Background: an optimization exercise with open tools, aiming at small area. Do not read the settings as production practice.
At most, simulation tests tie the RTL to the original design; equivalence was not proved.

T:
Design convolutional_layer_1, start of the top module:
module convolutional_layer_1 (
  input signed [7:0] in,
  input clk, en,
  output signed [191:0] out
);
For scale: about 4700 cells after synthesis, about 1100 flip-flops.
Settings: LEC_CHECK=0, CAP_MARGIN=20, CORE_MARGIN=2, CORE_UTILIZATION=55, CTS_BUF_LIST=sky130_fd_sc_hd__clkbuf_16, CTS_CLUSTER_DIAMETER=100, CTS_CLUSTER_SIZE=25, SLEW_MARGIN=20, SYNTH_HIERARCHICAL=1, SYNTH_MINIMUM_KEEP_SIZE=0; clock period 18.0 ns.
standard.sh (not shown) runs the stock make flow with config.mk's settings and CLKGATE_MAP_FILE= SYNTH_SCRIPT=/design/flow/synth_recipe.tcl, a recipe that flattens the netlist after the stock synthesis.
==> flow/flow/run.sh <==
#!/bin/bash
# Standard synthesis and layout with small port buffers; after placement the constant
# output ports of each map share one tie cell.
set -e
bash standard.sh synth > synth.log 2>&1
bash standard.sh BUFFER_PORTS_ARGS="-buffer_cell sky130_fd_sc_hd__buf_1" place > place.log 2>&1
ODB=orfs/results/sky130hd/convolutional_layer_1/base/3_place.odb openroad -no_init -exit flow/merge_ties.tcl > merge_ties.log 2>&1
bash standard.sh BUFFER_PORTS_ARGS="-buffer_cell sky130_fd_sc_hd__buf_1" finish > layout.log 2>&1
==> flow/flow/merge_ties.tcl <==
# Let one tie cell drive all the constant output ports of a map instead of one tie cell each.
read_db $::env(ODB)
set block [[[ord::get_db] getChip] getBlock]
array set keep {}
set removed 0
foreach inst [$block getInsts] {
  if {[[$inst getMaster] getName] ne "sky130_fd_sc_hd__conb_1"} { continue }
  set net "NULL"
  set pin ""
  foreach it [$inst getITerms] {
    set n [$it getNet]
    if {$n ne "NULL" && [[$it getMTerm] getName] in {LO HI}} { set net $n; set pin [[$it getMTerm] getName] }
  }
  if {$net eq "NULL"} { continue }
  set bts [$net getBTerms]
  if {[llength $bts] != 1 || [llength [$net getITerms]] != 1} { continue }
  set name [[lindex $bts 0] getName]
  if {![regexp {^out\[(\d+)\]$} $name -> idx]} { continue }
  set key "$pin[expr {$idx / 32}]"
  if {![info exists keep($key)]} { set keep($key) $net; continue }
  set bt [lindex $bts 0]
  $bt disconnect
  $bt connect $keep($key)
  odb::dbInst_destroy $inst
  odb::dbNet_destroy $net
  incr removed
}
puts "merge_ties: removed $removed tie cells"
write_db $::env(ODB)
Modified inputs, P compared to T
--- a/flow/design.v
+++ b/flow/design.v
@@ -1,44 +1,24 @@
 module convolutional_layer_1 (
   input signed [7:0] in,
   input clk, en,
   output signed [191:0] out
 );
   reg [7:0] u [0:132];
   integer i;
-  wire [16:0] en_n, en_p;
-  genvar g, b;
-  generate
-    for (g = 0; g < 17; g = g + 1) begin : sel
-      inv_cell in0 (.a(en), .y(en_n[g]));
-      inv_cell in1 (.a(en_n[g]), .y(en_p[g]));
-    end
-  endgenerate
-  wire [7:0] prv [0:132];
-  wire [7:0] nxt [0:132];
-  assign prv[0] = {~in[7], in[6:0]};
-  generate
-    for (g = 0; g < 133; g = g + 1) begin : hold
-      if (g > 0) begin : link
-        assign prv[g] = u[g-1];
-      end
-      for (b = 0; b < 8; b = b + 1) begin : bt
-        wire y;
-        hold_mux h (.d(prv[g][b]), .q(u[g][b]), .e(en_p[g / 8]), .e_n(en_n[g / 8]), .y(y));
-        assign nxt[g][b] = y;
-      end
-    end
-  endgenerate
   always @(posedge clk) begin
-    for (i = 0; i < 133; i = i + 1) u[i] <= nxt[i];
+    if (en) begin
+      u[0] <= {~in[7], in[6:0]};
+      for (i = 1; i < 133; i = i + 1) u[i] <= u[i-1];
+    end
   end
   wire [7:0] x0 = u[0];
   wire [7:0] x1 = u[1];
   wire [7:0] x2 = u[2];
   wire [7:0] x3 = u[3];
   wire [7:0] x4 = u[4];
   wire [7:0] x5 = u[32];
   wire [7:0] x6 = u[33];
   wire [7:0] x7 = u[34];
   wire [7:0] x8 = u[35];
   wire [7:0] x9 = u[36];
   wire [7:0] x10 = u[64];
@@ -4366,18 +4346,12 @@
   assign out[175] = s4197 & ~(s4202);
   assign out[176] = s4200 & ~(s4202);
   assign out[191:177] = 15'b0;
 endmodule
 module fa_cell (input a, b, c, output s, co);
   assign s = a ^ b ^ c;
   assign co = (a & b) | (a & c) | (b & c);
 endmodule
 module ha_cell (input a, b, output s, co);
   assign s = a ^ b;
   assign co = a & b;
 endmodule
-module hold_mux (input d, q, e, e_n, output y);
-  assign y = (d & e) | (q & e_n);
-endmodule
-module inv_cell (input a, output y);
-  assign y = ~a;
-endmodule
==> run summary <==
- P against T: met1 demand-to-capacity share in global routing saw a decrease, fraction of area in multi-input gates saw a decrease, die area saw an increase, layout inverter count without the clock tree saw a decrease, final area saw an increase.
- Summary of P over T: fraction of final layout cells with drive strength greater than 1 about even, area taken by flip-flops and latches rose about 50%, per-instance average area after synthesis rose about 33%, total negative slack about even.
- P vs T — proportion of cell area occupied by registers rose 14 points.
- P vs T — non-clock buffer count in the final layout dropped by more than 10%
No functional check of the RTL was part of T.

* * *

convolutional_layer_1, a different RTL version from the one above (not shown whole).
Size: ~4600 cells after synthesis, roughly 200 I/O pins, roughly 69000 µm² of cells after synthesis.
==> flow/config.mk <==
export PLATFORM = sky130hd
export DESIGN_NAME = convolutional_layer_1
export DESIGN_NICKNAME = convolutional_layer_1
export VERILOG_FILES = /design/flow/design.v
export SDC_FILE = /design/flow/constraint.sdc
export NUM_CORES = 8
export LEC_CHECK = 0
export CAP_MARGIN = 20
export CORE_MARGIN = 2
export CORE_UTILIZATION = 55
export CTS_BUF_LIST = sky130_fd_sc_hd__clkbuf_16
export CTS_CLUSTER_DIAMETER = 100
export CTS_CLUSTER_SIZE = 30
export SLEW_MARGIN = 20
export SYNTH_HIERARCHICAL = 1
export SYNTH_MINIMUM_KEEP_SIZE = 0
==> flow/constraint.sdc <==
create_clock -name core_clock -period 18.0 [get_ports {clk}]
set_input_delay 3.6000 -clock core_clock [delete_from_list [all_inputs] [get_ports {clk}]]
set_output_delay 3.6000 -clock core_clock [all_outputs]
set_load 0.01 [all_outputs]
==> flow/flow/run.sh <==
#!/bin/bash
# Standard synthesis and layout with small port buffers; after placement the constant
# output ports of each map share one tie cell.
set -e
bash standard.sh synth > synth.log 2>&1
bash standard.sh BUFFER_PORTS_ARGS="-buffer_cell sky130_fd_sc_hd__buf_1" GPL_KEEP_OVERFLOW=0 place > place.log 2>&1
ODB=orfs/results/sky130hd/convolutional_layer_1/base/3_place.odb openroad -no_init -exit flow/merge_ties.tcl > merge_ties.log 2>&1
bash standard.sh BUFFER_PORTS_ARGS="-buffer_cell sky130_fd_sc_hd__buf_1" GPL_KEEP_OVERFLOW=0 finish > layout.log 2>&1
Scripts as last shown in full above: flow/flow/merge_ties.tcl
==> next run, changes <==
--- a/flow/design.v
+++ b/flow/design.v
@@ -1,38 +1,38 @@
 module convolutional_layer_1 (
   input signed [7:0] in,
   input clk, en,
   output signed [191:0] out
 );
   reg [7:0] u [0:132];
   integer i;
   genvar g, b;
-  wire [22:0] en_n, en_p;
+  wire [33:0] en_n, en_p;
   generate
-    for (g = 0; g < 23; g = g + 1) begin : sel
+    for (g = 0; g < 34; g = g + 1) begin : sel
       inv_cell in0 (.a(en), .y(en_n[g]));
       inv_cell in1 (.a(en_n[g]), .y(en_p[g]));
     end
   endgenerate
   wire [7:0] prv [0:132];
   wire [7:0] nxt [0:132];
   assign prv[0] = {~in[7], in[6:0]};
   generate
     for (g = 0; g < 133; g = g + 1) begin : hold
       if (g > 0) begin : link
         assign prv[g] = u[g-1];
       end
       for (b = 0; b < 8; b = b + 1) begin : bt
         wire y;
-        hold_mux h (.d(prv[g][b]), .q(u[g][b]), .e(en_p[g / 6]), .e_n(en_n[g / 6]), .y(y));
+        hold_mux h (.d(prv[g][b]), .q(u[g][b]), .e(en_p[g / 4]), .e_n(en_n[g / 4]), .y(y));
         assign nxt[g][b] = y;
       end
     end
   endgenerate
   always @(posedge clk) begin
     for (i = 0; i < 133; i = i + 1) u[i] <= nxt[i];
   end
   wire [7:0] x0 = u[0];
   wire [7:0] x1 = u[1];
   wire [7:0] x2 = u[2];
   wire [7:0] x3 = u[3];
   wire [7:0] x4 = u[4];
Core utilization came out lower by 0.11 points.
Count of clock-buffer cells in the layout goes down by 2.
Worst setup slack is better by 9.3 ps.
Synthesized area hardly moves.
Register-to-register slack gets better by 20 ps.
Critical path depth drops by 2.
Function not checked in the first run of this note: the RTL went through the layout flow alone.

[static timing again, ports no longer ideal]
Ports are ideal in the flow. The routed layouts listed here were re-timed in OpenROAD.
Step 1: set_driving_cell puts a clkbuf_16 on clk and a buf_2 on each other input, an assumption about the parent block.
Step 2 also shifts input and output timing later by t, the mid clock arrival at the registers, as if the neighbouring blocks saw the same clock.
Slacks: ideal / step 1 / step 2; pairs: ideal / step 1.
run	t, ns	setup slack, ns	hold WS [ns]	worst setup path after step 2	worst register clock-pin slew, ns
T	0.754	0.412 / 0.335 / 1.089	0.476 / 0.476 / 0.476	register to output	0.11 / 0.11
P	0.778	0.507 / 0.427 / 1.205	0.387 / 0.387 / 0.387	register to output	0.10 / 0.10
the first run of note 2	0.788	0.205 / 0.122 / 0.911	0.484 / 0.484 / 0.484	register to output	0.12 / 0.12
the second run of note 2	0.775	0.214 / 0.128 / 0.903	0.481 / 0.481 / 0.481	register to output	0.11 / 0.11
After both steps every run listed still meets setup and hold.
